This is an optimization exercise on Yosys and OpenROAD, whose aim is small area and a short achievable clock period, not a production implementation.
Only simulation tests tie the RTL to the original design; equivalence was not proved.

<file path="flow/design.v">
module hsv_fa (input a, input b, input c, output s, output co);
    assign s = a ^ b ^ c;
    assign co = (a & b) | (c & (a ^ b));
endmodule
module hsv_ha (input a, input b, output s, output co);
    assign s = a ^ b;
    assign co = a & b;
endmodule
module hsv_han (input a, input b, output s, output co);
    assign s = ~(a ^ b);
    assign co = a | b;
endmodule
module hsv2rgb_pipe (
        input clk,
        input rst_n,
        input in_valid,
        input [7:0] h,
        input [7:0] s,
        input [7:0] v,
        output reg out_valid,
        output reg [7:0] r,
        output reg [7:0] g,
        output reg [7:0] b
    );
    reg vld0, vld1, vld2;
    reg [7:0] h0, s0, v0;
    wire [2:0] region = (h0 >= 8'd215) ? 3'd5 : (h0 >= 8'd172) ? 3'd4 :
                        (h0 >= 8'd129) ? 3'd3 : (h0 >= 8'd86) ? 3'd2 :
                        (h0 >= 8'd43) ? 3'd1 : 3'd0;
    wire [6:0] h3 = h0[6:0] + {h0[5:0], 1'b0};
    wire [6:0] k3 = h3 - {4'd0, region};
    wire even = ~region[0];
    wire [7:0] x_c = {k3 ^ {7{even}}, even};
    wire [2:0] sel_c = (s0 == 8'd0) ? 3'd7 : region;
    reg [2:0] sel1;
    reg [7:0] nx1, ns1, nv1;     
    wire [7:0] u_c;
    wire mu_pp01 = ~(ns1[0] | nx1[1]);
    wire mu_pp02 = ~(ns1[0] | nx1[2]);
    wire mu_pp03 = ~(ns1[0] | nx1[3]);
    wire mu_pp04 = ~(ns1[0] | nx1[4]);
    wire mu_pp05 = ~(ns1[0] | nx1[5]);
    wire mu_pp06 = ~(ns1[0] | nx1[6]);
    wire mu_pp07 = ~(ns1[0] | nx1[7]);
    wire mu_pp10 = ~(ns1[1] | nx1[0]);
    wire mu_pp11 = ~(ns1[1] | nx1[1]);
    wire mu_pp12 = ~(ns1[1] | nx1[2]);
    wire mu_pp13 = ~(ns1[1] | nx1[3]);
    wire mu_pp14 = ~(ns1[1] | nx1[4]);
    wire mu_pp15 = ~(ns1[1] | nx1[5]);
    wire mu_pp16 = ~(ns1[1] | nx1[6]);
    wire mu_pp17 = ~(ns1[1] | nx1[7]);
    wire mu_pp20 = ~(ns1[2] | nx1[0]);
    wire mu_pp21 = ~(ns1[2] | nx1[1]);
    wire mu_pp22 = ~(ns1[2] | nx1[2]);
    wire mu_pp23 = ~(ns1[2] | nx1[3]);
    wire mu_pp24 = ~(ns1[2] | nx1[4]);
    wire mu_pp25 = ~(ns1[2] | nx1[5]);
    wire mu_pp26 = ~(ns1[2] | nx1[6]);
    wire mu_pp27 = ~(ns1[2] | nx1[7]);
    wire mu_pp30 = ~(ns1[3] | nx1[0]);
    wire mu_pp31 = ~(ns1[3] | nx1[1]);
    wire mu_pp32 = ~(ns1[3] | nx1[2]);
    wire mu_pp33 = ~(ns1[3] | nx1[3]);
    wire mu_pp34 = ~(ns1[3] | nx1[4]);
    wire mu_pp35 = ~(ns1[3] | nx1[5]);
    wire mu_pp36 = ~(ns1[3] | nx1[6]);
    wire mu_pp37 = ~(ns1[3] | nx1[7]);
    wire mu_pp40 = ~(ns1[4] | nx1[0]);
    wire mu_pp41 = ~(ns1[4] | nx1[1]);
    wire mu_pp42 = ~(ns1[4] | nx1[2]);
    wire mu_pp43 = ~(ns1[4] | nx1[3]);
    wire mu_pp44 = ~(ns1[4] | nx1[4]);
    wire mu_pp45 = ~(ns1[4] | nx1[5]);
    wire mu_pp46 = ~(ns1[4] | nx1[6]);
    wire mu_pp47 = ~(ns1[4] | nx1[7]);
    wire mu_pp50 = ~(ns1[5] | nx1[0]);
    wire mu_pp51 = ~(ns1[5] | nx1[1]);
    wire mu_pp52 = ~(ns1[5] | nx1[2]);
    wire mu_pp53 = ~(ns1[5] | nx1[3]);
    wire mu_pp54 = ~(ns1[5] | nx1[4]);
    wire mu_pp55 = ~(ns1[5] | nx1[5]);
    wire mu_pp56 = ~(ns1[5] | nx1[6]);
    wire mu_pp57 = ~(ns1[5] | nx1[7]);
    wire mu_pp60 = ~(ns1[6] | nx1[0]);
    wire mu_pp61 = ~(ns1[6] | nx1[1]);
    wire mu_pp62 = ~(ns1[6] | nx1[2]);
    wire mu_pp63 = ~(ns1[6] | nx1[3]);
    wire mu_pp64 = ~(ns1[6] | nx1[4]);
    wire mu_pp65 = ~(ns1[6] | nx1[5]);
    wire mu_pp66 = ~(ns1[6] | nx1[6]);
    wire mu_pp67 = ~(ns1[6] | nx1[7]);
    wire mu_pp70 = ~(ns1[7] | nx1[0]);
    wire mu_pp71 = ~(ns1[7] | nx1[1]);
    wire mu_pp72 = ~(ns1[7] | nx1[2]);
    wire mu_pp73 = ~(ns1[7] | nx1[3]);
    wire mu_pp74 = ~(ns1[7] | nx1[4]);
    wire mu_pp75 = ~(ns1[7] | nx1[5]);
    wire mu_pp76 = ~(ns1[7] | nx1[6]);
    wire mu_pp77 = ~(ns1[7] | nx1[7]);
    wire mu_t1, mu_t2;
    hsv_ha mu_t1_ha (.a(mu_pp06), .b(mu_pp15), .s(mu_t1), .co(mu_t2));
    wire mu_t3, mu_t4;
    hsv_fa mu_t3_fa (.a(mu_pp07), .b(mu_pp16), .c(mu_pp25), .s(mu_t3), .co(mu_t4));
    wire mu_t5, mu_t6;
    hsv_ha mu_t5_ha (.a(mu_pp34), .b(mu_pp43), .s(mu_t5), .co(mu_t6));
    wire mu_t7, mu_t8;
    hsv_fa mu_t7_fa (.a(mu_pp17), .b(mu_pp26), .c(mu_pp35), .s(mu_t7), .co(mu_t8));
    wire mu_t9, mu_t10;
    hsv_ha mu_t9_ha (.a(mu_pp44), .b(mu_pp53), .s(mu_t9), .co(mu_t10));
    wire mu_t11, mu_t12;
    hsv_fa mu_t11_fa (.a(mu_pp27), .b(mu_pp36), .c(mu_pp45), .s(mu_t11), .co(mu_t12));
    wire mu_t13, mu_t14;
    hsv_ha mu_t13_ha (.a(mu_pp04), .b(mu_pp13), .s(mu_t13), .co(mu_t14));
    wire mu_t15, mu_t16;
    hsv_fa mu_t15_fa (.a(mu_pp05), .b(mu_pp14), .c(mu_pp23), .s(mu_t15), .co(mu_t16));
    wire mu_t17, mu_t18;
    hsv_ha mu_t17_ha (.a(mu_pp32), .b(mu_pp41), .s(mu_t17), .co(mu_t18));
    wire mu_t19, mu_t20;
    hsv_fa mu_t19_fa (.a(mu_pp24), .b(mu_pp33), .c(mu_pp42), .s(mu_t19), .co(mu_t20));
    wire mu_t21, mu_t22;
    hsv_fa mu_t21_fa (.a(mu_pp51), .b(mu_pp60), .c(mu_t1), .s(mu_t21), .co(mu_t22));
    wire mu_t23, mu_t24;
    hsv_fa mu_t23_fa (.a(mu_pp52), .b(mu_pp61), .c(mu_pp70), .s(mu_t23), .co(mu_t24));
    wire mu_t25, mu_t26;
    hsv_fa mu_t25_fa (.a(mu_t2), .b(mu_t5), .c(mu_t3), .s(mu_t25), .co(mu_t26));
    wire mu_t27, mu_t28;
    hsv_fa mu_t27_fa (.a(mu_pp62), .b(mu_pp71), .c(mu_t6), .s(mu_t27), .co(mu_t28));
    wire mu_t29, mu_t30;
    hsv_fa mu_t29_fa (.a(mu_t9), .b(mu_t4), .c(mu_t7), .s(mu_t29), .co(mu_t30));
    wire mu_t31, mu_t32;
    hsv_fa mu_t31_fa (.a(mu_pp54), .b(mu_pp63), .c(mu_pp72), .s(mu_t31), .co(mu_t32));
    wire mu_t33, mu_t34;
    hsv_fa mu_t33_fa (.a(mu_t10), .b(mu_t8), .c(mu_t11), .s(mu_t33), .co(mu_t34));
    wire mu_t35, mu_t36;
    hsv_fa mu_t35_fa (.a(mu_pp37), .b(mu_pp46), .c(mu_pp55), .s(mu_t35), .co(mu_t36));
    wire mu_t37, mu_t38;
    hsv_fa mu_t37_fa (.a(mu_pp64), .b(mu_pp73), .c(mu_t12), .s(mu_t37), .co(mu_t38));
    wire mu_t39, mu_t40;
    hsv_fa mu_t39_fa (.a(mu_pp47), .b(mu_pp56), .c(mu_pp65), .s(mu_t39), .co(mu_t40));
    wire mu_t41, mu_t42;
    hsv_ha mu_t41_ha (.a(mu_pp03), .b(mu_pp12), .s(mu_t41), .co(mu_t42));
    wire mu_t43, mu_t44;
    hsv_fa mu_t43_fa (.a(mu_pp22), .b(mu_pp31), .c(mu_pp40), .s(mu_t43), .co(mu_t44));
    wire mu_t45, mu_t46;
    hsv_fa mu_t45_fa (.a(mu_pp50), .b(mu_t14), .c(mu_t17), .s(mu_t45), .co(mu_t46));
    wire mu_t47, mu_t48;
    hsv_fa mu_t47_fa (.a(mu_t18), .b(mu_t16), .c(mu_t19), .s(mu_t47), .co(mu_t48));
    wire mu_t49, mu_t50;
    hsv_fa mu_t49_fa (.a(mu_t20), .b(mu_t23), .c(mu_t22), .s(mu_t49), .co(mu_t50));
    wire mu_t51, mu_t52;
    hsv_fa mu_t51_fa (.a(mu_t24), .b(mu_t27), .c(mu_t26), .s(mu_t51), .co(mu_t52));
    wire mu_t53, mu_t54;
    hsv_fa mu_t53_fa (.a(mu_t31), .b(mu_t28), .c(mu_t30), .s(mu_t53), .co(mu_t54));
    wire mu_t55, mu_t56;
    hsv_fa mu_t55_fa (.a(mu_t32), .b(mu_t35), .c(mu_t37), .s(mu_t55), .co(mu_t56));
    wire mu_t57, mu_t58;
    hsv_fa mu_t57_fa (.a(mu_pp74), .b(mu_t36), .c(mu_t39), .s(mu_t57), .co(mu_t58));
    wire mu_t59, mu_t60;
    hsv_fa mu_t59_fa (.a(mu_pp57), .b(mu_pp66), .c(mu_pp75), .s(mu_t59), .co(mu_t60));
    wire mu_t61, mu_t62;
    hsv_ha mu_t61_ha (.a(mu_pp02), .b(mu_pp11), .s(mu_t61), .co(mu_t62));
    wire mu_t63, mu_t64;
    hsv_fa mu_t63_fa (.a(mu_pp21), .b(mu_pp30), .c(mu_t41), .s(mu_t63), .co(mu_t64));
    wire mu_t65, mu_t66;
    hsv_fa mu_t65_fa (.a(mu_t42), .b(mu_t13), .c(mu_t43), .s(mu_t65), .co(mu_t66));
    wire mu_t67, mu_t68;
    hsv_fa mu_t67_fa (.a(mu_t44), .b(mu_t15), .c(mu_t45), .s(mu_t67), .co(mu_t68));
    wire mu_t69, mu_t70;
    hsv_fa mu_t69_fa (.a(mu_t46), .b(mu_t21), .c(mu_t47), .s(mu_t69), .co(mu_t70));
    wire mu_t71, mu_t72;
    hsv_fa mu_t71_fa (.a(mu_t48), .b(mu_t25), .c(mu_t49), .s(mu_t71), .co(mu_t72));
    wire mu_t73, mu_t74;
    hsv_fa mu_t73_fa (.a(mu_t29), .b(mu_t50), .c(mu_t51), .s(mu_t73), .co(mu_t74));
    wire mu_t75, mu_t76;
    hsv_fa mu_t75_fa (.a(mu_t33), .b(mu_t52), .c(mu_t53), .s(mu_t75), .co(mu_t76));
    wire mu_t77, mu_t78;
    hsv_fa mu_t77_fa (.a(mu_t34), .b(mu_t55), .c(mu_t54), .s(mu_t77), .co(mu_t78));
    wire mu_t79, mu_t80;
    hsv_fa mu_t79_fa (.a(mu_t38), .b(mu_t57), .c(mu_t56), .s(mu_t79), .co(mu_t80));
    wire mu_t81, mu_t82;
    hsv_fa mu_t81_fa (.a(mu_t40), .b(mu_t59), .c(mu_t58), .s(mu_t81), .co(mu_t82));
    wire mu_t83, mu_t84;
    hsv_fa mu_t83_fa (.a(mu_pp67), .b(mu_pp76), .c(mu_t60), .s(mu_t83), .co(mu_t84));
    wire mu_c2 = mu_pp01 & mu_pp10;
    wire mu_c3 = (mu_t61 & mu_pp20) | (mu_c2 & (mu_t61 | mu_pp20));
    wire mu_c4 = (mu_t62 & mu_t63) | (mu_c3 & (mu_t62 | mu_t63));
    wire mu_c5 = (mu_t64 & mu_t65) | (mu_c4 & (mu_t64 | mu_t65));
    wire [10:0] mu_ra = {1'b0, mu_t84, mu_t82, mu_t80, mu_t78, mu_t76, mu_t74, mu_t72, mu_t70, mu_t68, mu_t66};
    wire [10:0] mu_rb = {1'b0, mu_pp77, mu_t83, mu_t81, mu_t79, mu_t77, mu_t75, mu_t73, mu_t71, mu_t69, mu_t67};
    wire [10:0] mu_sum = mu_ra + mu_rb + {10'd0, mu_c5};
    assign u_c = mu_sum[10:3];
    reg [2:0] sel2;
    reg [7:0] u2, s2;
    reg [7:0] nv2;       
    wire [7:0] p_c, w_c;
    wire mp_pp01 = ~(nv2[0] | s2[1]);
    wire mp_pp02 = ~(nv2[0] | s2[2]);
    wire mp_pp03 = ~(nv2[0] | s2[3]);
    wire mp_pp04 = ~(nv2[0] | s2[4]);
    wire mp_pp05 = ~(nv2[0] | s2[5]);
    wire mp_pp06 = ~(nv2[0] | s2[6]);
    wire mp_pp07 = ~(nv2[0] | s2[7]);
    wire mp_pp10 = ~(nv2[1] | s2[0]);
    wire mp_pp11 = ~(nv2[1] | s2[1]);
    wire mp_pp12 = ~(nv2[1] | s2[2]);
    wire mp_pp13 = ~(nv2[1] | s2[3]);
    wire mp_pp14 = ~(nv2[1] | s2[4]);
    wire mp_pp15 = ~(nv2[1] | s2[5]);
    wire mp_pp16 = ~(nv2[1] | s2[6]);
    wire mp_pp17 = ~(nv2[1] | s2[7]);
    wire mp_pp20 = ~(nv2[2] | s2[0]);
    wire mp_pp21 = ~(nv2[2] | s2[1]);
    wire mp_pp22 = ~(nv2[2] | s2[2]);
    wire mp_pp23 = ~(nv2[2] | s2[3]);
    wire mp_pp24 = ~(nv2[2] | s2[4]);
    wire mp_pp25 = ~(nv2[2] | s2[5]);
    wire mp_pp26 = ~(nv2[2] | s2[6]);
    wire mp_pp27 = ~(nv2[2] | s2[7]);
    wire mp_pp30 = ~(nv2[3] | s2[0]);
    wire mp_pp31 = ~(nv2[3] | s2[1]);
    wire mp_pp32 = ~(nv2[3] | s2[2]);
    wire mp_pp33 = ~(nv2[3] | s2[3]);
    wire mp_pp34 = ~(nv2[3] | s2[4]);
    wire mp_pp35 = ~(nv2[3] | s2[5]);
    wire mp_pp36 = ~(nv2[3] | s2[6]);
    wire mp_pp37 = ~(nv2[3] | s2[7]);
    wire mp_pp40 = ~(nv2[4] | s2[0]);
    wire mp_pp41 = ~(nv2[4] | s2[1]);
    wire mp_pp42 = ~(nv2[4] | s2[2]);
    wire mp_pp43 = ~(nv2[4] | s2[3]);
    wire mp_pp44 = ~(nv2[4] | s2[4]);
    wire mp_pp45 = ~(nv2[4] | s2[5]);
    wire mp_pp46 = ~(nv2[4] | s2[6]);
    wire mp_pp47 = ~(nv2[4] | s2[7]);
    wire mp_pp50 = ~(nv2[5] | s2[0]);
    wire mp_pp51 = ~(nv2[5] | s2[1]);
    wire mp_pp52 = ~(nv2[5] | s2[2]);
    wire mp_pp53 = ~(nv2[5] | s2[3]);
    wire mp_pp54 = ~(nv2[5] | s2[4]);
    wire mp_pp55 = ~(nv2[5] | s2[5]);
    wire mp_pp56 = ~(nv2[5] | s2[6]);
    wire mp_pp57 = ~(nv2[5] | s2[7]);
    wire mp_pp60 = ~(nv2[6] | s2[0]);
    wire mp_pp61 = ~(nv2[6] | s2[1]);
    wire mp_pp62 = ~(nv2[6] | s2[2]);
    wire mp_pp63 = ~(nv2[6] | s2[3]);
    wire mp_pp64 = ~(nv2[6] | s2[4]);
    wire mp_pp65 = ~(nv2[6] | s2[5]);
    wire mp_pp66 = ~(nv2[6] | s2[6]);
    wire mp_pp67 = ~(nv2[6] | s2[7]);
    wire mp_pp70 = ~(nv2[7] | s2[0]);
    wire mp_pp71 = ~(nv2[7] | s2[1]);
    wire mp_pp72 = ~(nv2[7] | s2[2]);
    wire mp_pp73 = ~(nv2[7] | s2[3]);
    wire mp_pp74 = ~(nv2[7] | s2[4]);
    wire mp_pp75 = ~(nv2[7] | s2[5]);
    wire mp_pp76 = ~(nv2[7] | s2[6]);
    wire mp_pp77 = ~(nv2[7] | s2[7]);
    wire mp_t1, mp_t2;
    hsv_ha mp_t1_ha (.a(mp_pp06), .b(mp_pp15), .s(mp_t1), .co(mp_t2));
    wire mp_t3, mp_t4;
    hsv_fa mp_t3_fa (.a(mp_pp07), .b(mp_pp16), .c(mp_pp25), .s(mp_t3), .co(mp_t4));
    wire mp_t5, mp_t6;
    hsv_ha mp_t5_ha (.a(mp_pp34), .b(mp_pp43), .s(mp_t5), .co(mp_t6));
    wire mp_t7, mp_t8;
    hsv_fa mp_t7_fa (.a(mp_pp17), .b(mp_pp26), .c(mp_pp35), .s(mp_t7), .co(mp_t8));
    wire mp_t9, mp_t10;
    hsv_ha mp_t9_ha (.a(mp_pp44), .b(mp_pp53), .s(mp_t9), .co(mp_t10));
    wire mp_t11, mp_t12;
    hsv_fa mp_t11_fa (.a(mp_pp27), .b(mp_pp36), .c(mp_pp45), .s(mp_t11), .co(mp_t12));
    wire mp_t13, mp_t14;
    hsv_ha mp_t13_ha (.a(mp_pp04), .b(mp_pp13), .s(mp_t13), .co(mp_t14));
    wire mp_t15, mp_t16;
    hsv_fa mp_t15_fa (.a(mp_pp05), .b(mp_pp14), .c(mp_pp23), .s(mp_t15), .co(mp_t16));
    wire mp_t17, mp_t18;
    hsv_ha mp_t17_ha (.a(mp_pp32), .b(mp_pp41), .s(mp_t17), .co(mp_t18));
    wire mp_t19, mp_t20;
    hsv_fa mp_t19_fa (.a(mp_pp24), .b(mp_pp33), .c(mp_pp42), .s(mp_t19), .co(mp_t20));
    wire mp_t21, mp_t22;
    hsv_fa mp_t21_fa (.a(mp_pp51), .b(mp_pp60), .c(mp_t1), .s(mp_t21), .co(mp_t22));
    wire mp_t23, mp_t24;
    hsv_fa mp_t23_fa (.a(mp_pp52), .b(mp_pp61), .c(mp_pp70), .s(mp_t23), .co(mp_t24));
    wire mp_t25, mp_t26;
    hsv_fa mp_t25_fa (.a(mp_t2), .b(mp_t5), .c(mp_t3), .s(mp_t25), .co(mp_t26));
    wire mp_t27, mp_t28;
    hsv_fa mp_t27_fa (.a(mp_pp62), .b(mp_pp71), .c(mp_t6), .s(mp_t27), .co(mp_t28));
    wire mp_t29, mp_t30;
    hsv_fa mp_t29_fa (.a(mp_t9), .b(mp_t4), .c(mp_t7), .s(mp_t29), .co(mp_t30));
    wire mp_t31, mp_t32;
    hsv_fa mp_t31_fa (.a(mp_pp54), .b(mp_pp63), .c(mp_pp72), .s(mp_t31), .co(mp_t32));
    wire mp_t33, mp_t34;
    hsv_fa mp_t33_fa (.a(mp_t10), .b(mp_t8), .c(mp_t11), .s(mp_t33), .co(mp_t34));
    wire mp_t35, mp_t36;
    hsv_fa mp_t35_fa (.a(mp_pp37), .b(mp_pp46), .c(mp_pp55), .s(mp_t35), .co(mp_t36));
    wire mp_t37, mp_t38;
    hsv_fa mp_t37_fa (.a(mp_pp64), .b(mp_pp73), .c(mp_t12), .s(mp_t37), .co(mp_t38));
    wire mp_t39, mp_t40;
    hsv_fa mp_t39_fa (.a(mp_pp47), .b(mp_pp56), .c(mp_pp65), .s(mp_t39), .co(mp_t40));
    wire mp_t41, mp_t42;
    hsv_ha mp_t41_ha (.a(mp_pp03), .b(mp_pp12), .s(mp_t41), .co(mp_t42));
    wire mp_t43, mp_t44;
    hsv_fa mp_t43_fa (.a(mp_pp22), .b(mp_pp31), .c(mp_pp40), .s(mp_t43), .co(mp_t44));
    wire mp_t45, mp_t46;
    hsv_fa mp_t45_fa (.a(mp_pp50), .b(mp_t14), .c(mp_t17), .s(mp_t45), .co(mp_t46));
    wire mp_t47, mp_t48;
    hsv_fa mp_t47_fa (.a(mp_t18), .b(mp_t16), .c(mp_t19), .s(mp_t47), .co(mp_t48));
    wire mp_t49, mp_t50;
    hsv_fa mp_t49_fa (.a(mp_t20), .b(mp_t23), .c(mp_t22), .s(mp_t49), .co(mp_t50));
    wire mp_t51, mp_t52;
    hsv_fa mp_t51_fa (.a(mp_t24), .b(mp_t27), .c(mp_t26), .s(mp_t51), .co(mp_t52));
    wire mp_t53, mp_t54;
    hsv_fa mp_t53_fa (.a(mp_t31), .b(mp_t28), .c(mp_t30), .s(mp_t53), .co(mp_t54));
    wire mp_t55, mp_t56;
    hsv_fa mp_t55_fa (.a(mp_t32), .b(mp_t35), .c(mp_t37), .s(mp_t55), .co(mp_t56));
    wire mp_t57, mp_t58;
    hsv_fa mp_t57_fa (.a(mp_pp74), .b(mp_t36), .c(mp_t39), .s(mp_t57), .co(mp_t58));
    wire mp_t59, mp_t60;
    hsv_fa mp_t59_fa (.a(mp_pp57), .b(mp_pp66), .c(mp_pp75), .s(mp_t59), .co(mp_t60));
    wire mp_t61, mp_t62;
    hsv_ha mp_t61_ha (.a(mp_pp02), .b(mp_pp11), .s(mp_t61), .co(mp_t62));
    wire mp_t63, mp_t64;
    hsv_fa mp_t63_fa (.a(mp_pp21), .b(mp_pp30), .c(mp_t41), .s(mp_t63), .co(mp_t64));
    wire mp_t65, mp_t66;
    hsv_fa mp_t65_fa (.a(mp_t42), .b(mp_t13), .c(mp_t43), .s(mp_t65), .co(mp_t66));
    wire mp_t67, mp_t68;
    hsv_fa mp_t67_fa (.a(mp_t44), .b(mp_t15), .c(mp_t45), .s(mp_t67), .co(mp_t68));
    wire mp_t69, mp_t70;
    hsv_fa mp_t69_fa (.a(mp_t46), .b(mp_t21), .c(mp_t47), .s(mp_t69), .co(mp_t70));
    wire mp_t71, mp_t72;
    hsv_fa mp_t71_fa (.a(mp_t48), .b(mp_t25), .c(mp_t49), .s(mp_t71), .co(mp_t72));
    wire mp_t73, mp_t74;
    hsv_fa mp_t73_fa (.a(mp_t29), .b(mp_t50), .c(mp_t51), .s(mp_t73), .co(mp_t74));
    wire mp_t75, mp_t76;
    hsv_fa mp_t75_fa (.a(mp_t33), .b(mp_t52), .c(mp_t53), .s(mp_t75), .co(mp_t76));
    wire mp_t77, mp_t78;
    hsv_fa mp_t77_fa (.a(mp_t34), .b(mp_t55), .c(mp_t54), .s(mp_t77), .co(mp_t78));
    wire mp_t79, mp_t80;
    hsv_fa mp_t79_fa (.a(mp_t38), .b(mp_t57), .c(mp_t56), .s(mp_t79), .co(mp_t80));
    wire mp_t81, mp_t82;
    hsv_fa mp_t81_fa (.a(mp_t40), .b(mp_t59), .c(mp_t58), .s(mp_t81), .co(mp_t82));
    wire mp_t83, mp_t84;
    hsv_fa mp_t83_fa (.a(mp_pp67), .b(mp_pp76), .c(mp_t60), .s(mp_t83), .co(mp_t84));
    wire mp_c2 = mp_pp01 & mp_pp10;
    wire mp_c3 = (mp_t61 & mp_pp20) | (mp_c2 & (mp_t61 | mp_pp20));
    wire mp_c4 = (mp_t62 & mp_t63) | (mp_c3 & (mp_t62 | mp_t63));
    wire mp_c5 = (mp_t64 & mp_t65) | (mp_c4 & (mp_t64 | mp_t65));
    wire [10:0] mp_ra = {1'b0, mp_t84, mp_t82, mp_t80, mp_t78, mp_t76, mp_t74, mp_t72, mp_t70, mp_t68, mp_t66};
    wire [10:0] mp_rb = {1'b0, mp_pp77, mp_t83, mp_t81, mp_t79, mp_t77, mp_t75, mp_t73, mp_t71, mp_t69, mp_t67};
    wire [10:0] mp_sum = mp_ra + mp_rb + {10'd0, mp_c5};
    assign p_c = mp_sum[10:3];
    wire mw_pp01 = ~(nv2[0] | u2[1]);
    wire mw_pp02 = ~(nv2[0] | u2[2]);
    wire mw_pp03 = ~(nv2[0] | u2[3]);
    wire mw_pp04 = ~(nv2[0] | u2[4]);
    wire mw_pp05 = ~(nv2[0] | u2[5]);
    wire mw_pp06 = ~(nv2[0] | u2[6]);
    wire mw_pp07 = ~(nv2[0] | u2[7]);
    wire mw_pp10 = ~(nv2[1] | u2[0]);
    wire mw_pp11 = ~(nv2[1] | u2[1]);
    wire mw_pp12 = ~(nv2[1] | u2[2]);
    wire mw_pp13 = ~(nv2[1] | u2[3]);
    wire mw_pp14 = ~(nv2[1] | u2[4]);
    wire mw_pp15 = ~(nv2[1] | u2[5]);
    wire mw_pp16 = ~(nv2[1] | u2[6]);
    wire mw_pp17 = ~(nv2[1] | u2[7]);
    wire mw_pp20 = ~(nv2[2] | u2[0]);
    wire mw_pp21 = ~(nv2[2] | u2[1]);
    wire mw_pp22 = ~(nv2[2] | u2[2]);
    wire mw_pp23 = ~(nv2[2] | u2[3]);
    wire mw_pp24 = ~(nv2[2] | u2[4]);
    wire mw_pp25 = ~(nv2[2] | u2[5]);
    wire mw_pp26 = ~(nv2[2] | u2[6]);
    wire mw_pp27 = ~(nv2[2] | u2[7]);
    wire mw_pp30 = ~(nv2[3] | u2[0]);
    wire mw_pp31 = ~(nv2[3] | u2[1]);
    wire mw_pp32 = ~(nv2[3] | u2[2]);
    wire mw_pp33 = ~(nv2[3] | u2[3]);
    wire mw_pp34 = ~(nv2[3] | u2[4]);
    wire mw_pp35 = ~(nv2[3] | u2[5]);
    wire mw_pp36 = ~(nv2[3] | u2[6]);
    wire mw_pp37 = ~(nv2[3] | u2[7]);
    wire mw_pp40 = ~(nv2[4] | u2[0]);
    wire mw_pp41 = ~(nv2[4] | u2[1]);
    wire mw_pp42 = ~(nv2[4] | u2[2]);
    wire mw_pp43 = ~(nv2[4] | u2[3]);
    wire mw_pp44 = ~(nv2[4] | u2[4]);
    wire mw_pp45 = ~(nv2[4] | u2[5]);
    wire mw_pp46 = ~(nv2[4] | u2[6]);
    wire mw_pp47 = ~(nv2[4] | u2[7]);
    wire mw_pp50 = ~(nv2[5] | u2[0]);
    wire mw_pp51 = ~(nv2[5] | u2[1]);
    wire mw_pp52 = ~(nv2[5] | u2[2]);
    wire mw_pp53 = ~(nv2[5] | u2[3]);
    wire mw_pp54 = ~(nv2[5] | u2[4]);
    wire mw_pp55 = ~(nv2[5] | u2[5]);
    wire mw_pp56 = ~(nv2[5] | u2[6]);
    wire mw_pp57 = ~(nv2[5] | u2[7]);
    wire mw_pp60 = ~(nv2[6] | u2[0]);
    wire mw_pp61 = ~(nv2[6] | u2[1]);
    wire mw_pp62 = ~(nv2[6] | u2[2]);
    wire mw_pp63 = ~(nv2[6] | u2[3]);
    wire mw_pp64 = ~(nv2[6] | u2[4]);
    wire mw_pp65 = ~(nv2[6] | u2[5]);
    wire mw_pp66 = ~(nv2[6] | u2[6]);
    wire mw_pp67 = ~(nv2[6] | u2[7]);
    wire mw_pp70 = ~(nv2[7] | u2[0]);
    wire mw_pp71 = ~(nv2[7] | u2[1]);
    wire mw_pp72 = ~(nv2[7] | u2[2]);
    wire mw_pp73 = ~(nv2[7] | u2[3]);
    wire mw_pp74 = ~(nv2[7] | u2[4]);
    wire mw_pp75 = ~(nv2[7] | u2[5]);
    wire mw_pp76 = ~(nv2[7] | u2[6]);
    wire mw_pp77 = ~(nv2[7] | u2[7]);
    wire mw_t1, mw_t2;
    hsv_ha mw_t1_ha (.a(mw_pp06), .b(mw_pp15), .s(mw_t1), .co(mw_t2));
    wire mw_t3, mw_t4;
    hsv_fa mw_t3_fa (.a(mw_pp07), .b(mw_pp16), .c(mw_pp25), .s(mw_t3), .co(mw_t4));
    wire mw_t5, mw_t6;
    hsv_ha mw_t5_ha (.a(mw_pp34), .b(mw_pp43), .s(mw_t5), .co(mw_t6));
    wire mw_t7, mw_t8;
    hsv_fa mw_t7_fa (.a(mw_pp17), .b(mw_pp26), .c(mw_pp35), .s(mw_t7), .co(mw_t8));
    wire mw_t9, mw_t10;
    hsv_ha mw_t9_ha (.a(mw_pp44), .b(mw_pp53), .s(mw_t9), .co(mw_t10));
    wire mw_t11, mw_t12;
    hsv_fa mw_t11_fa (.a(mw_pp27), .b(mw_pp36), .c(mw_pp45), .s(mw_t11), .co(mw_t12));
    wire mw_t13, mw_t14;
    hsv_ha mw_t13_ha (.a(mw_pp04), .b(mw_pp13), .s(mw_t13), .co(mw_t14));
    wire mw_t15, mw_t16;
    hsv_fa mw_t15_fa (.a(mw_pp05), .b(mw_pp14), .c(mw_pp23), .s(mw_t15), .co(mw_t16));
    wire mw_t17, mw_t18;
    hsv_ha mw_t17_ha (.a(mw_pp32), .b(mw_pp41), .s(mw_t17), .co(mw_t18));
    wire mw_t19, mw_t20;
    hsv_fa mw_t19_fa (.a(mw_pp24), .b(mw_pp33), .c(mw_pp42), .s(mw_t19), .co(mw_t20));
    wire mw_t21, mw_t22;
    hsv_fa mw_t21_fa (.a(mw_pp51), .b(mw_pp60), .c(mw_t1), .s(mw_t21), .co(mw_t22));
    wire mw_t23, mw_t24;
    hsv_fa mw_t23_fa (.a(mw_pp52), .b(mw_pp61), .c(mw_pp70), .s(mw_t23), .co(mw_t24));
    wire mw_t25, mw_t26;
    hsv_fa mw_t25_fa (.a(mw_t2), .b(mw_t5), .c(mw_t3), .s(mw_t25), .co(mw_t26));
    wire mw_t27, mw_t28;
    hsv_fa mw_t27_fa (.a(mw_pp62), .b(mw_pp71), .c(mw_t6), .s(mw_t27), .co(mw_t28));
    wire mw_t29, mw_t30;
    hsv_fa mw_t29_fa (.a(mw_t9), .b(mw_t4), .c(mw_t7), .s(mw_t29), .co(mw_t30));
    wire mw_t31, mw_t32;
    hsv_fa mw_t31_fa (.a(mw_pp54), .b(mw_pp63), .c(mw_pp72), .s(mw_t31), .co(mw_t32));
    wire mw_t33, mw_t34;
    hsv_fa mw_t33_fa (.a(mw_t10), .b(mw_t8), .c(mw_t11), .s(mw_t33), .co(mw_t34));
    wire mw_t35, mw_t36;
    hsv_fa mw_t35_fa (.a(mw_pp37), .b(mw_pp46), .c(mw_pp55), .s(mw_t35), .co(mw_t36));
    wire mw_t37, mw_t38;
    hsv_fa mw_t37_fa (.a(mw_pp64), .b(mw_pp73), .c(mw_t12), .s(mw_t37), .co(mw_t38));
    wire mw_t39, mw_t40;
    hsv_fa mw_t39_fa (.a(mw_pp47), .b(mw_pp56), .c(mw_pp65), .s(mw_t39), .co(mw_t40));
    wire mw_t41, mw_t42;
    hsv_ha mw_t41_ha (.a(mw_pp03), .b(mw_pp12), .s(mw_t41), .co(mw_t42));
    wire mw_t43, mw_t44;
    hsv_fa mw_t43_fa (.a(mw_pp22), .b(mw_pp31), .c(mw_pp40), .s(mw_t43), .co(mw_t44));
    wire mw_t45, mw_t46;
    hsv_fa mw_t45_fa (.a(mw_pp50), .b(mw_t14), .c(mw_t17), .s(mw_t45), .co(mw_t46));
    wire mw_t47, mw_t48;
    hsv_fa mw_t47_fa (.a(mw_t18), .b(mw_t16), .c(mw_t19), .s(mw_t47), .co(mw_t48));
    wire mw_t49, mw_t50;
    hsv_fa mw_t49_fa (.a(mw_t20), .b(mw_t23), .c(mw_t22), .s(mw_t49), .co(mw_t50));
    wire mw_t51, mw_t52;
    hsv_fa mw_t51_fa (.a(mw_t24), .b(mw_t27), .c(mw_t26), .s(mw_t51), .co(mw_t52));
    wire mw_t53, mw_t54;
    hsv_fa mw_t53_fa (.a(mw_t31), .b(mw_t28), .c(mw_t30), .s(mw_t53), .co(mw_t54));
    wire mw_t55, mw_t56;
    hsv_fa mw_t55_fa (.a(mw_t32), .b(mw_t35), .c(mw_t37), .s(mw_t55), .co(mw_t56));
    wire mw_t57, mw_t58;
    hsv_fa mw_t57_fa (.a(mw_pp74), .b(mw_t36), .c(mw_t39), .s(mw_t57), .co(mw_t58));
    wire mw_t59, mw_t60;
    hsv_fa mw_t59_fa (.a(mw_pp57), .b(mw_pp66), .c(mw_pp75), .s(mw_t59), .co(mw_t60));
    wire mw_t61, mw_t62;
    hsv_ha mw_t61_ha (.a(mw_pp02), .b(mw_pp11), .s(mw_t61), .co(mw_t62));
    wire mw_t63, mw_t64;
    hsv_fa mw_t63_fa (.a(mw_pp21), .b(mw_pp30), .c(mw_t41), .s(mw_t63), .co(mw_t64));
    wire mw_t65, mw_t66;
    hsv_fa mw_t65_fa (.a(mw_t42), .b(mw_t13), .c(mw_t43), .s(mw_t65), .co(mw_t66));
    wire mw_t67, mw_t68;
    hsv_fa mw_t67_fa (.a(mw_t44), .b(mw_t15), .c(mw_t45), .s(mw_t67), .co(mw_t68));
    wire mw_t69, mw_t70;
    hsv_fa mw_t69_fa (.a(mw_t46), .b(mw_t21), .c(mw_t47), .s(mw_t69), .co(mw_t70));
    wire mw_t71, mw_t72;
    hsv_fa mw_t71_fa (.a(mw_t48), .b(mw_t25), .c(mw_t49), .s(mw_t71), .co(mw_t72));
    wire mw_t73, mw_t74;
    hsv_fa mw_t73_fa (.a(mw_t29), .b(mw_t50), .c(mw_t51), .s(mw_t73), .co(mw_t74));
    wire mw_t75, mw_t76;
    hsv_fa mw_t75_fa (.a(mw_t33), .b(mw_t52), .c(mw_t53), .s(mw_t75), .co(mw_t76));
    wire mw_t77, mw_t78;
    hsv_fa mw_t77_fa (.a(mw_t34), .b(mw_t55), .c(mw_t54), .s(mw_t77), .co(mw_t78));
    wire mw_t79, mw_t80;
    hsv_fa mw_t79_fa (.a(mw_t38), .b(mw_t57), .c(mw_t56), .s(mw_t79), .co(mw_t80));
    wire mw_t81, mw_t82;
    hsv_fa mw_t81_fa (.a(mw_t40), .b(mw_t59), .c(mw_t58), .s(mw_t81), .co(mw_t82));
    wire mw_t83, mw_t84;
    hsv_fa mw_t83_fa (.a(mw_pp67), .b(mw_pp76), .c(mw_t60), .s(mw_t83), .co(mw_t84));
    wire mw_c2 = mw_pp01 & mw_pp10;
    wire mw_c3 = (mw_t61 & mw_pp20) | (mw_c2 & (mw_t61 | mw_pp20));
    wire mw_c4 = (mw_t62 & mw_t63) | (mw_c3 & (mw_t62 | mw_t63));
    wire mw_c5 = (mw_t64 & mw_t65) | (mw_c4 & (mw_t64 | mw_t65));
    wire [10:0] mw_ra = {1'b0, mw_t84, mw_t82, mw_t80, mw_t78, mw_t76, mw_t74, mw_t72, mw_t70, mw_t68, mw_t66};
    wire [10:0] mw_rb = {1'b0, mw_pp77, mw_t83, mw_t81, mw_t79, mw_t77, mw_t75, mw_t73, mw_t71, mw_t69, mw_t67};
    wire [10:0] mw_sum = mw_ra + mw_rb + {10'd0, mw_c5};
    assign w_c = mw_sum[10:3];
    reg [2:0] wsel;
    reg [2:0] vsel;
    always @* begin
        case (sel2)
            3'd0: begin wsel = 3'b010; vsel = 3'b100; end
            3'd1: begin wsel = 3'b100; vsel = 3'b010; end
            3'd2: begin wsel = 3'b001; vsel = 3'b010; end
            3'd3: begin wsel = 3'b010; vsel = 3'b001; end
            3'd4: begin wsel = 3'b100; vsel = 3'b001; end
            3'd5: begin wsel = 3'b001; vsel = 3'b100; end
            default: begin wsel = 3'b000; vsel = 3'b111; end
        endcase
    end
    wire [7:0] v2 = ~nv2;
    wire [2:0] psel = ~(wsel | vsel);
    wire [7:0] r_c = ({8{wsel[2]}} & w_c) | ({8{vsel[2]}} & v2) | ({8{psel[2]}} & p_c);
    wire [7:0] g_c = ({8{wsel[1]}} & w_c) | ({8{vsel[1]}} & v2) | ({8{psel[1]}} & p_c);
    wire [7:0] b_c = ({8{wsel[0]}} & w_c) | ({8{vsel[0]}} & v2) | ({8{psel[0]}} & p_c);
    always @(posedge clk or negedge rst_n) begin
        if (!rst_n) begin
            vld0 <= 1'b0;
            vld1 <= 1'b0;
            vld2 <= 1'b0;
            out_valid <= 1'b0;
        end else begin
            vld0 <= in_valid;
            vld1 <= vld0;
            vld2 <= vld1;
            out_valid <= vld2;
        end
    end
    always @(posedge clk) begin
        h0 <= h;
        s0 <= s;
        v0 <= v;
        sel1 <= sel_c;
        nx1 <= ~x_c;
        ns1 <= ~s0;
        nv1 <= ~v0;
        sel2 <= sel1;
        u2 <= u_c;
        s2 <= ~ns1;
        nv2 <= nv1;
        r <= r_c;
        g <= g_c;
        b <= b_c;
    end
endmodule
</file>
<file path="flow/flow/run.sh">
#!/bin/bash
set -euo pipefail
export BUFFER_PORTS_ARGS="-buffer_cell sky130_fd_sc_hd__buf_1"
bash standard.sh SETUP_SLACK_MARGIN=11.1 finish > standard.log 2>&1
</file>
<file path="flow/standard.sh">
#!/bin/bash
# synth_recipe.tcl (not shown) runs the flow's synth.tcl, then flattens the netlist and writes it again
# the make line also repeats each setting of config.mk as NAME=value (left out here)
make -C /OpenROAD-flow-scripts/flow DESIGN_CONFIG=/design/flow/config.mk WORK_HOME=/design/flow/orfs CLKGATE_MAP_FILE= SYNTH_SCRIPT=/design/flow/synth_recipe.tcl "${@:-finish}"
</file>
<file path="flow/config.mk">
export PLATFORM = sky130hd
export DESIGN_NAME = hsv2rgb_pipe
export DESIGN_NICKNAME = hsv2rgb_pipe
export VERILOG_FILES = /design/flow/design.v
export SDC_FILE = /design/flow/constraint.sdc
export NUM_CORES = 4
export LEC_CHECK = 0
export ABC_AREA = 1
export CAP_MARGIN = 20
export CORE_MARGIN = 2
export CORE_UTILIZATION = 40
export SLEW_MARGIN = 20
export SYNTH_HIERARCHICAL = 1
export SYNTH_MINIMUM_KEEP_SIZE = 0
</file>
<file path="flow/constraint.sdc">
create_clock -name core_clock -period 15.0 [get_ports {clk}]
set_input_delay 3.0000 -clock core_clock [delete_from_list [all_inputs] [get_ports {clk}]]
set_output_delay 3.0000 -clock core_clock [all_outputs]
set_load 0.01 [all_outputs]
</file>
==> impl_metrics.yaml, run 1 <==
floorplan:
  design.core.area_um2: 19530
  row_count: 51
  die-width_um: 145.4
  design.die.area_um2: 21140
  die_h_um: 145.4
  io_pins: 52
  effective_utilization_at_floorplan_pct: 40.96
clock_network:
  total_clock_sinks: 106
  insertion_delay_of_the_later_clocked_pin_in_the_worst_skew_pair_ns: 0.35
  cts-root-buf: "clkbuf_16"
  cts_inserted_buffers: 9
  cts_hold_repair_buffers: 0
  cts_tree: "done"
  clock_path_buffers: 2
  clkTransAtPathRegs_ns: 0.07
  htree_num_levels: 3
layout:
  drive_above_1_share_pct: 7.415
  filler_cell_count: 1958
  multi_input_comb_area_um2: 5440
  layout.nets: 1171
  design_area_um2: 8860
  final_util_pct: 45.37
  layout.area.seq_um2: 2180
  n_antenna_cell: 0
  finish.cell_count_without_fillers: 1236
  synthToLayoutAreaGrowth_pct: 10.78
timing:
  clock.fmax_mhz: 259.2
  skew_ns: 0.007019
  slew-limit-headroom_pct: 43.70
  max_slew.worst_pin.slew_ns: 0.8445
  fin_crit_ns: 3.858
  setup_ws_ns: 11.14
  fin_setup_tns_ns: 0
  max_slew_violation_total_from_the_final_report: 0
  report.final.setup_viol: 0
  post-route-period-util_pct: 25.72
  grt_setup_unrepaired: "no"
  finalHoldViolations: 0
  finalHoldWorstSlack_ns: 0.3251
route:
  drt_pass1_iterations: 5
  top_signal_layer_used: "met4"
  vias: 6115
  detail_route.iter0.violations: 269
  detailed_route_wirelength_on_metal2_um: 7989
  wl_per_cell_um: 13.42
  drc_errors: 0
  wl_met3_um: 743
  ant_nets: 0
  postRouteWirelength_um: 16590
  vias_per_instance: 4.947
  met1_length_um: 7585
synth:
  synth.yosys.seq_area_share_pct: 26.78
  netlist_cell_types: 35
  synth_top_cells_by_area: "fa_1 (27%), dfxtp_1 (26%), ha_1 (11%)"
  mappedNetlistArea_um2: 7998
  syn-mean-instance-area_um2: 8.609
  number_of_nets_in_the_synthesized_netlist: 1133
  top_post_synthesis_cells_by_count: "nor2_1 (203), nand2_1 (145), fa_1 (108)"
  synth.largest_area_cell: "fa_1"
  ys.flop_type: "dfxtp_1"
  post-synth-top-area-fraction_pct: 27.03
  synth_seq_cells: 106
  number_of_flops_mapped_to_enable_cells_by_yosys: 0
  number_of_cells_produced_by_synthesis: 929
  synth.yosys.warnings: 7
  synth.most_common_cell: "nor2_1"
  ys_async_sr_fraction_pct: 3.774
setup_path:
  cp_data_arrival_time_ns: 0.86
  worst_path_dominant_cell_family: "flip-flops"
  worst_path_max_delay_cell: "dfxtp_1"
  timing.reg2reg.worst_path_depth: 13
  worst-setup-path-type: "reg -> out"
  crit_buf_inv: 1
  crit_fanout: 1
  worstPathRequired_ns: 12.00
  endpoint_kind: "output port"
  critical_path.reg2reg.endpoint: "r[7]$_DFF_P_"
  launching_instance_or_port_of_the_critical_path: "r[2]$_DFF_P_"
  r2r_setup_slack_ns: 11.27
  crit_path_cell_trace: "buf_1"
  critical_path.reg2reg.startpoint: "nv2[1]$_DFF_P_"
  critPathMaxStageDelay_ns: 0.34
  worstSetupStartpointType: "flop"
job:
  maxCapViolations: 0
global_route:
  first_global_vias: 6049
  grt_start_max_net_pins: 18
  grt_pass1_wl_um: 28530
  grt_antenna_before_repair: 0
  grt_util_all_layers_pct: 16.57
  grt-ovfl-total: 0
hold_path:
  worst_hold_startpoint: "nv1[0]$_DFF_P_"
  min-delay-path-class: "reg -> reg"
  timing.hold.worst_path_depth: 0
  hold-path-endpoint: "nv2[0]$_DFF_P_"
placed_design:
  port_buffers: 51
  count_of_placed_standard_cells_including_taps: 1207
  place_worst_setup_slack_ns: 10.81
  detailedPlacementHpwl_um: 13530
  cell_area_placed_um2: 8376
  routabilityCongestion: 0.9138
status:
  status: "complete, no violations"
==> final cells by class <==
class                   count  share of cell area (%)
multi-input cells         698                   61.40
repair buffers             65                   3.347
clock buffers              11                   2.627
inverters                  87                   3.686
flip-flops and latches    106                   24.60
clock inverters             4                  0.5931
well taps                 265                   3.742
==> sequential cells by signal, indices dropped and copies added (netlist names) <==
register   cells
out_valid      1
ns1            8
vld2           1
b              8
vld1           1
v0             8
nx1            8
h0             8
nv1            8
u2             8
nv2            8
sel2           3
r              8
g              8
vld0           1
s2             8
sel1           3
s0             8
==> cell usage in the layout (no fill, tap or decap), types with 2 or more instances in the layout <==
| cell | count |
|---|---|
| o21a_1 | 2 |
| nor4_1 | 2 |
| nand2_1 | 145 |
| xor2_1 | 16 |
| nor2_1 | 202 |
| a21oi_1 | 24 |
| a21o_1 | 2 |
| dfxtp_4 | 6 |
| clkbuf_1 | 2 |
| dfxtp_2 | 12 |
| nor2_2 | 3 |
| xor2_2 | 2 |
| nand3_1 | 65 |
| o21ai_1 | 2 |
| nor3_1 | 3 |
| buf_4 | 14 |
| dfxtp_1 | 84 |
| fa_1 | 108 |
| a211oi_1 | 4 |
| nor3_2 | 2 |
| a31oi_1 | 3 |
| or2_2 | 2 |
| o21ai_0 | 10 |
| dfrtp_1 | 4 |
| o21bai_1 | 2 |
| o31ai_1 | 3 |
| clkbuf_16 | 9 |
| nand2_2 | 7 |
| ha_1 | 67 |
| xnor2_1 | 6 |
| inv_1 | 86 |
| nand4_1 | 4 |
| a21oi_2 | 3 |
| buf_1 | 51 |
==> how the worst max path moves through the flow <==
stage	endpoint	slack [ns]	depth (start not counted)
floorplan	b[2]$_DFF_P_	11.13	14
global placement	g[7]$_DFF_P_	10.88	12
detailed placement	g[7]$_DFF_P_	10.81	12
CTS	b[2]$_DFF_P_	11.11	12
global route	r[7]$_DFF_P_	11.08	13
finish	r[2]	11.14	1
==> kinds of logic (layout without fill, tap and decap cells) <==
kind of cell	Yosys count	after routing	share of synthesized area, %
flops	106	106	26.78
simple gates	437	437	22.25
compound gates	60	60	4.521
buf+inv	125	167	5.898
fa+ha+maj	177	177	37.83
xor+xnor	24	24	2.722
==> Yosys stat by module (local to each module, per instance) <==
module	area (um^2)	flip-flops and latches	copies in the design
hsv_fa	20.02	0	105
hsv2rgb_pipe	5633	106	1
hsv_ha	12.51	0	21
==> routing by layer <==
layer,GRT usage (%),up-vias
li1,-,2969
met1,22.12,2970
met2,28.06,158
met3,2.508,18
met4,4.853,0
met5,0,-
==> repair_timing <==
action,4_1_cts,5_1_grt
gates resized for setup,14,22
endpoints found under the setup margin,19,21
buffers inserted,0,14
==> inputs of run 2 (changes only) <==
==> flow/flow/run.sh (replaced) <==
#!/bin/bash
set -euo pipefail
export BUFFER_PORTS_ARGS="-buffer_cell sky130_fd_sc_hd__buf_1"
bash standard.sh SETUP_SLACK_MARGIN=10.8 finish > standard.log 2>&1
==> impl_metrics.yaml, run 2 <==
status:
  status: "complete, no violations"
synth:
  post-synth-top-area-fraction_pct: 27.03
  synth.largest_area_cell: "fa_1"
  syn-mean-instance-area_um2: 8.609
  number_of_flops_mapped_to_enable_cells_by_yosys: 0
  synth_seq_cells: 106
  synth_top_cells_by_area: "fa_1 (27%), dfxtp_1 (26%), ha_1 (11%)"
  netlist_cell_types: 35
  synth.yosys.warnings: 7
  ys_async_sr_fraction_pct: 3.774
  number_of_nets_in_the_synthesized_netlist: 1133
  ys.flop_type: "dfxtp_1"
  synth.most_common_cell: "nor2_1"
  top_post_synthesis_cells_by_count: "nor2_1 (203), nand2_1 (145), fa_1 (108)"
  synth.yosys.seq_area_share_pct: 26.78
  mappedNetlistArea_um2: 7998
  number_of_cells_produced_by_synthesis: 929
clock_network:
  clock_path_buffers: 2
  cts_tree: "done"
  post_cts.repair.setup_buffers: 0
  cts_inserted_buffers: 9
  insertion_delay_of_the_later_clocked_pin_in_the_worst_skew_pair_ns: 0.35
  cts-root-buf: "clkbuf_16"
  total_clock_sinks: 106
  cts_hold_repair_buffers: 0
  clkTransAtPathRegs_ns: 0.07
  htree_num_levels: 3
timing:
  skew_ns: 0.009109
  post-route-period-util_pct: 26.25
  clock.fmax_mhz: 254.0
  fin_setup_tns_ns: 0
  slew-limit-headroom_pct: 42.19
  max_slew_violation_total_from_the_final_report: 0
  max_slew.worst_pin.slew_ns: 0.8671
  report.final.setup_viol: 0
  grt_setup_unrepaired: "no"
  fin_crit_ns: 3.938
  finalHoldViolations: 0
route:
  drc_errors: 0
  drt_pass1_iterations: 7
  vias_per_instance: 4.930
  wl_per_cell_um: 13.89
  vias: 6030
  detail_route.iter0.violations: 361
  postRouteWirelength_um: 16990
  ant_nets: 0
floorplan:
  effective_utilization_at_floorplan_pct: 40.96
  design.core.area_um2: 19530
  row_count: 51
  io_pins: 52
  design.die.area_um2: 21140
  die_h_um: 145.4
  die-width_um: 145.4
hold_path:
  worst_hold_startpoint: "nv1[2]$_DFF_P_"
  min-delay-path-class: "reg -> reg"
layout:
  layout_commonest_cell: "nor2_1"
  drive_above_1_share_pct: 4.384
  n_antenna_cell: 0
  synthToLayoutAreaGrowth_pct: 8.730
  final_cell_mix: "nor2_1 (203), nand2_1 (145), fa_1 (108), dfxtp_1 (93), inv_1 (86)"
  layout.nets: 1157
setup_path:
  critPathMaxStageDelay_ns: 0.52
  crit_buf_inv: 0
  crit_path_cell_trace: "nor2_1, fa_1, fa_1, fa_1, fa_1, ha_1, nand2_1, nor2_1, a211oi_1, nand2_2, or2_2, nand3_1, nand3_1"
  critical_path.reg2reg.startpoint: "s2[6]$_DFF_P_"
  worstSetupStartpointType: "flop"
  endpoint_kind: "flop"
  cp_common_cell: "fa_1"
  launching_instance_or_port_of_the_critical_path: "s2[6]$_DFF_P_"
  cp_data_arrival_time_ns: 4.18
  worst_path_max_delay_cell: "dfxtp_1"
  worst_path_dominant_cell_family: "adder cells"
  worstPathRequired_ns: 15.24
  worst-setup-path-type: "reg -> reg"
  crit_fanout: 8
global_route:
  grt-ovfl-total: 0
  grt_pass1_wl_um: 29930
  grt_antenna_before_repair: 0
  grt_util_all_layers_pct: 17.38
  first_global_vias: 6255
  grt_start_max_net_pins: 19
job:
  maxCapViolations: 0
placed_design:
  routabilityCongestion: 0.8832
  port_buffers: 51
  detailedPlacementHpwl_um: 13720
[run 2: cell counts after synthesis]
Identical to the previous run, type by type.
[run 2: worst paths after layout]
path	end	depth (start not counted)	slack [ns]
worst min-delay path	nv2[2]$_DFF_P_	0	0.33
worst max register to register	b[2]$_DFF_P_	13	11.06
worst min register to register	nv2[2]$_DFF_P_	0	0.33
worst max-delay path	b[2]$_DFF_P_	13	11.06
min in group asynchronous	out_valid$_DFF_PN0_	1	2.45
max in group asynchronous	vld2$_DFF_PN0_	1	12.38
[run 2: layer usage]
metal  up-vias  wire length (um)  GRT usage [%]
met2       111              8153          29.50
li1       2945                 -              -
met3        15               569          2.226
met1      2959              8027          23.39
met5         -                 0              0
met4         0               238          5.147
[run 2: layout make-up]
class	count	area, um^2
clock inverters	5	42.54
well taps	265	331.6
repair buffers	51	191.4
clock buffers	11	252.7
inverters	87	326.6
fillers	2004	10830
multi-input cells	698	5388
flip-flops and latches	106	2163
[run 2: Yosys stat by module (local to each module, per instance)]
module        flip-flops and latches  copies in the design  cell area [um^2]  cells inside
hsv2rgb_pipe                     106                     1              5633           803
hsv_ha                             0                    21             12.51             1
hsv_fa                             0                   105             20.02             1
[run 2: cells by family after synthesis]
family	share of synthesized area (%)
flip-flops	26.78
AO/OA/AOI/OAI	4.521
XOR/XNOR	2.722
AND/OR/NAND/NOR	22.25
adder cells (fa/ha/maj)	37.83
buffers and inverters	5.898
[run 2: what timing repair did]
item / in CTS / in global routing
setup endpoints to repair: 3 / 18
gates resized for setup: 3 / 11
pin swaps: 0 / 0
[run 2: metrics by stage]
step	util, %	worst slack, ns	std cells	cell area, um^2	hold WS, ns
floorplan	-	11.04	929	7998	0.3096
global route	44.53	10.81	1223	8696	0.3378
CTS	44.43	10.83	1223	8675	0.3279
finish	44.53	11.06	1223	8696	0.3263
detailed placement	42.89	10.79	1207	8376	0.3121
global placement	42.89	10.89	1207	8376	0.3116
==> inputs of run 3 (changes only) <==
==> flow/flow/run.sh (replaced) <==
#!/bin/bash
set -euo pipefail
export BUFFER_PORTS_ARGS="-buffer_cell sky130_fd_sc_hd__buf_1"
bash standard.sh SETUP_SLACK_MARGIN=10.95 finish > standard.log 2>&1
==> impl_metrics.yaml, run 3 <==
status:
  status: "complete, no violations"
synth:
  number_of_flops_mapped_to_enable_cells_by_yosys: 0
  netlist_cell_types: 35
  syn-mean-instance-area_um2: 8.609
  synth.largest_area_cell: "fa_1"
  synth_seq_cells: 106
  synth.yosys.warnings: 7
  synth.yosys.seq_area_share_pct: 26.78
  top_post_synthesis_cells_by_count: "nor2_1 (203), nand2_1 (145), fa_1 (108)"
  ys.flop_type: "dfxtp_1"
  mappedNetlistArea_um2: 7998
  ys_async_sr_fraction_pct: 3.774
  synth_top_cells_by_area: "fa_1 (27%), dfxtp_1 (26%), ha_1 (11%)"
  post-synth-top-area-fraction_pct: 27.03
  synth.most_common_cell: "nor2_1"
  number_of_nets_in_the_synthesized_netlist: 1133
  number_of_cells_produced_by_synthesis: 929
layout:
  multi_input_comb_area_um2: 5400
  finish.cell_count_without_fillers: 1223
  drive_above_1_share_pct: 5.115
  layout_commonest_cell: "nor2_1"
  n_antenna_cell: 0
  synthToLayoutAreaGrowth_pct: 8.996
  layout.nets: 1157
  final_cell_mix: "nor2_1 (203), nand2_1 (145), fa_1 (108), dfxtp_1 (88), inv_1 (86)"
  layout.area.seq_um2: 2172
  design_area_um2: 8717
  filler_cell_count: 1999
route:
  drc_errors: 0
  ant_nets: 0
  postRouteWirelength_um: 16950
  drt_pass1_iterations: 5
  vias_per_instance: 4.919
  vias: 6016
  detail_route.iter0.violations: 391
  wl_per_cell_um: 13.86
setup_path:
  endpoint_kind: "output port"
  crit_buf_inv: 1
  critical_path.reg2reg.startpoint: "nv2[1]$_DFF_P_"
  timing.reg2reg.worst_path_depth: 13
  path_depth: 1
  crit_path_cell_trace: "buf_1"
  crit_fanout: 1
  worst_path_max_delay_cell: "dfxtp_1"
  worstPathRequired_ns: 12.00
  critPathMaxStageDelay_ns: 0.32
  worst-setup-path-type: "reg -> out"
  cp_data_arrival_time_ns: 0.84
  launching_instance_or_port_of_the_critical_path: "g[2]$_DFF_P_"
  worst_path_dominant_cell_family: "flip-flops"
  worstSetupStartpointType: "flop"
timing:
  fin_crit_ns: 3.841
  skew_ns: 0.009306
  clock.fmax_mhz: 260.3
  finalHoldViolations: 0
  max_slew_violation_total_from_the_final_report: 0
  slew-limit-headroom_pct: 41.43
  post-route-period-util_pct: 25.61
  max_slew.worst_pin.slew_ns: 0.8785
  setup_ws_ns: 11.16
  grt_setup_unrepaired: "no"
  report.final.setup_viol: 0
  fin_setup_tns_ns: 0
global_route:
  grt_util_all_layers_pct: 17.38
  grt_start_max_net_pins: 19
  grt_antenna_before_repair: 0
  grt_pass1_wl_um: 29930
  first_global_vias: 6255
  grt-ovfl-total: 0
placed_design:
  count_of_placed_standard_cells_including_taps: 1207
  cell_area_placed_um2: 8376
  port_buffers: 51
  routabilityCongestion: 0.8832
  detailedPlacementHpwl_um: 13720
  place_worst_setup_slack_ns: 10.79
floorplan:
  design.die.area_um2: 21140
  design.core.area_um2: 19530
  die-width_um: 145.4
  row_count: 51
  effective_utilization_at_floorplan_pct: 40.96
  io_pins: 52
  die_h_um: 145.4
clock_network:
  clkTransAtPathRegs_ns: 0.07
  clock_path_buffers: 2
  cts-root-buf: "clkbuf_16"
  insertion_delay_of_the_later_clocked_pin_in_the_worst_skew_pair_ns: 0.35
  cts_hold_repair_buffers: 0
  total_clock_sinks: 106
  cts_inserted_buffers: 9
  post_cts_resized: 6
  cts_tree: "done"
  htree_num_levels: 3
  post_cts.repair.setup_buffers: 0
job:
  maxCapViolations: 0
hold_path:
  worst_hold_startpoint: "nv1[0]$_DFF_P_"
  min-delay-path-class: "reg -> reg"
  timing.hold.worst_path_depth: 0
==> run 3: modules after synthesis (local to each module, per instance) <==
module | copies in the design | area, um^2 | flops+latches | cells
hsv_ha | 21 | 12.51 | 0 | 1
hsv_fa | 105 | 20.02 | 0 | 1
hsv2rgb_pipe | 1 | 5633 | 106 | 803
==> run 3: stage by stage <==
stage                     hold WS, ns  util, %
final                          0.3256    44.64
after CTS                      0.3279    44.44
after detailed placement       0.3121    42.89
after global routing           0.3378    44.64
after global placement         0.3116    42.89
after floorplan                0.3096        -
==> run 3: final timing paths <==
check / end / slack, ns
setup / recovery: g[2] / 11.16
hold / removal: nv2[0]$_DFF_P_ / 0.33
setup reg to reg: b[2]$_DFF_P_ / 11.20
hold reg to reg: nv2[0]$_DFF_P_ / 0.33
max in group asynchronous: vld2$_DFF_PN0_ / 12.38
min in group asynchronous: out_valid$_DFF_PN0_ / 2.45
==> run 3: cell type report <==
cell class | instances | share of cell area [%]
inverter | 87 | 3.746
clock buffer | 11 | 2.899
sequential | 106 | 24.92
multi-input combinational | 698 | 61.95
clock inverter | 5 | 0.4880
timing repair buffer | 51 | 2.196
tap | 265 | 3.804
==> run 3: cell families (layout without fill, tap and decap cells) <==
logic type                 after synthesis  after routing  synth area share (%)
adders and majority gates              177            177                 37.83
and+or+nand+nor                        437            437                 22.25
xor gates and xnor gates                24             24                 2.722
AOI/OAI and AO/OA                       60             60                 4.521
DFF                                    106            106                 26.78
buffers and inverters                  125            154                 5.898
==> run 3: routing by layer <==
| metal | wire length, um | GRT usage (%) | vias up |
|---|---|---|---|
| met5 | 0 | 0 | - |
| met4 | 233 | 5.147 | 0 |
| met3 | 690 | 2.226 | 14 |
| met2 | 8175 | 29.50 | 127 |
| met1 | 7849 | 23.39 | 2931 |
| li1 | - | - | 2944 |
==> inputs of run 4 (changes only) <==
--- a/flow/config.mk
+++ b/flow/config.mk
@@ -11,2 +11,3 @@
 export CORE_UTILIZATION = 40
+export CTS_BUF_LIST = sky130_fd_sc_hd__clkbuf_8
 export SLEW_MARGIN = 20
==> impl_metrics.yaml, run 4 <==
layout:
  final_cell_mix: "nor2_1 (203), nand2_1 (145), fa_1 (108), dfxtp_1 (88), inv_1 (86)"
  synthToLayoutAreaGrowth_pct: 7.822
  drive_above_1_share_pct: 5.214
  layout_commonest_cell: "nor2_1"
  n_antenna_cell: 0
  final_util_pct: 44.16
  finish.cell_count_without_fillers: 1224
  design_area_um2: 8623
  layout.nets: 1158
global_route:
  grt-ovfl-total: 0
  grt_start_max_net_pins: 19
  grt_antenna_before_repair: 0
  first_global_vias: 6242
  grt_util_all_layers_pct: 17.27
  grt_pass1_wl_um: 29840
timing:
  report.final.setup_viol: 0
  post-route-period-util_pct: 25.92
  finalHoldViolations: 0
  max_slew_violation_total_from_the_final_report: 0
  fin_crit_ns: 3.888
  fin_setup_tns_ns: 0
  finalHoldWorstSlack_ns: 0.3295
  clock.fmax_mhz: 257.2
  grt_setup_unrepaired: "no"
  slew-limit-headroom_pct: 41.34
  max_slew.worst_pin.slew_ns: 0.8798
  skew_ns: 0.01180
synth:
  number_of_cells_produced_by_synthesis: 929
  mappedNetlistArea_um2: 7998
  synth.yosys.warnings: 7
  synth_top_cells_by_area: "fa_1 (27%), dfxtp_1 (26%), ha_1 (11%)"
  number_of_flops_mapped_to_enable_cells_by_yosys: 0
  synth.yosys.seq_area_share_pct: 26.78
  post-synth-top-area-fraction_pct: 27.03
  ys.flop_type: "dfxtp_1"
  synth.largest_area_cell: "fa_1"
  top_post_synthesis_cells_by_count: "nor2_1 (203), nand2_1 (145), fa_1 (108)"
  number_of_nets_in_the_synthesized_netlist: 1133
  synth.most_common_cell: "nor2_1"
  syn-mean-instance-area_um2: 8.609
  synth_seq_cells: 106
  ys_async_sr_fraction_pct: 3.774
  netlist_cell_types: 35
placed_design:
  detailedPlacementHpwl_um: 13720
  routabilityCongestion: 0.8832
  cell_area_placed_um2: 8376
  count_of_placed_standard_cells_including_taps: 1207
  port_buffers: 51
clock_network:
  cts_inserted_buffers: 9
  cts-root-buf: "clkbuf_8"
  cts_hold_repair_buffers: 0
  cts_tree: "done"
  clkTransAtPathRegs_ns: 0.09
  total_clock_sinks: 106
  clock_path_buffers: 2
  insertion_delay_of_the_later_clocked_pin_in_the_worst_skew_pair_ns: 0.38
  htree_num_levels: 3
hold_path:
  min-delay-path-class: "reg -> reg"
route:
  detail_route.iter0.violations: 380
  ant_nets: 0
  vias: 6029
  drc_errors: 0
  wl_per_cell_um: 13.81
  drt_pass1_iterations: 5
  postRouteWirelength_um: 16900
  vias_per_instance: 4.926
setup_path:
  worstSetupStartpointType: "flop"
  critPathMaxStageDelay_ns: 0.34
  worst_path_dominant_cell_family: "flip-flops"
  crit_fanout: 1
  worst-setup-path-type: "reg -> out"
  cp_data_arrival_time_ns: 0.89
  endpoint_kind: "output port"
  crit_path_cell_trace: "buf_1"
  worstPathRequired_ns: 12.00
  worst_path_max_delay_cell: "dfxtp_1"
  crit_buf_inv: 1
floorplan:
  die_h_um: 145.4
  design.core.area_um2: 19530
  row_count: 51
  effective_utilization_at_floorplan_pct: 40.96
  io_pins: 52
  design.die.area_um2: 21140
  die-width_um: 145.4
status:
  status: "complete, no violations"
job:
  maxCapViolations: 0
run 4: cell counts after synthesis:
Identical to the previous run, type by type.
run 4: kinds of logic after synthesis:
logic type | count (synthesis) | synth area share, %
compound gates | 60 | 4.521
xor+xnor | 24 | 2.722
fa+ha+maj | 177 | 37.83
buf+inv | 125 | 5.898
flops | 106 | 26.78
simple gates | 437 | 22.25
run 4: metal layers:
layer  track usage [%]  routed length, um
met3             2.665                678
met2             29.22               8133
met5                 0                  0
met4             4.069                176
met1             23.45               7912
run 4: cell type report:
class	instances	area, um^2
inverters	87	326.6
fillers	2007	10900
flip-flops and latches	106	2172
repair buffers	52	198.9
well taps	265	331.6
clock buffers	11	151.4
clock inverters	5	42.54
multi-input cells	698	5400
run 4: what timing repair did:
action                     4_1_cts  5_1_grt
setup endpoints to repair       15       17
gates cloned                     0        0
buffers inserted                 0        1
pin swaps                        0        0
gates resized for setup          6       17
run 4: path summary, 6_finish.rpt:
kind | startpoint | to | slack [ns] | depth (start not counted)
worst max-delay path | r[5]$_DFF_P_ | r[5] | 11.11 | 1
worst min-delay path | nv1[0]$_DFF_P_ | nv2[0]$_DFF_P_ | 0.33 | 0
worst max register to register | nv2[1]$_DFF_P_ | b[2]$_DFF_P_ | 11.19 | 13
worst min register to register | nv1[0]$_DFF_P_ | nv2[0]$_DFF_P_ | 0.33 | 0
max in group asynchronous | rst_n | vld2$_DFF_PN0_ | 12.42 | 1
min in group asynchronous | rst_n | out_valid$_DFF_PN0_ | 2.41 | 1
run 4: modules after synthesis (local to each module, per instance):
module,cell area (um^2),cells inside,flip-flops and latches
hsv2rgb_pipe,5633,803,106
hsv_fa,20.02,1,0
hsv_ha,12.51,1,0
run 4: stage by stage:
stage | worst slack [ns]
6_report | 11.11
5_1_grt | 10.95
4_1_cts | 10.97
3_5_place_dp | 10.79
3_3_place_gp | 10.89
2_1_floorplan | 11.04

## port drivers added, routing unchanged
In the flow no input, the clock included, has a driving cell. The finished layouts below were timed again as built, in two steps.
Step 1 sets driving cells, clkbuf_16 on the clock port and buf_2 on the other inputs (assumed; they add their load-dependent delay and slew).
Step 2 moves the port delays by t, midway between the first and last clock arrival at a register: inputs arrive t later, outputs are due t later. That takes back most of the time a late clock gives input paths.
Three values: ideal ports, drivers, drivers and shift; two values: the first two.
| run | t (ns) | setup slack, ns | worst setup path after step 2 | latest minus earliest clock arrival (ns) | slew at the worst register clock pin (ns) |
|---|---|---|---|---|---|
| run 1 | 0.392 | 11.142 / 11.098 / 11.273 | register to register | 0.007 / 0.008 | 0.07 / 0.07 |
| run 2 | 0.390 | 11.063 / 11.063 / 11.063 | register to register | 0.009 / 0.009 | 0.07 / 0.07 |
| run 3 | 0.389 | 11.159 / 11.118 / 11.200 | register to register | 0.009 / 0.010 | 0.07 / 0.07 |
| run 4 | 0.416 | 11.112 / 11.074 / 11.185 | register to register | 0.012 / 0.012 | 0.10 / 0.10 |
After both steps setup and hold are still met in every run listed.
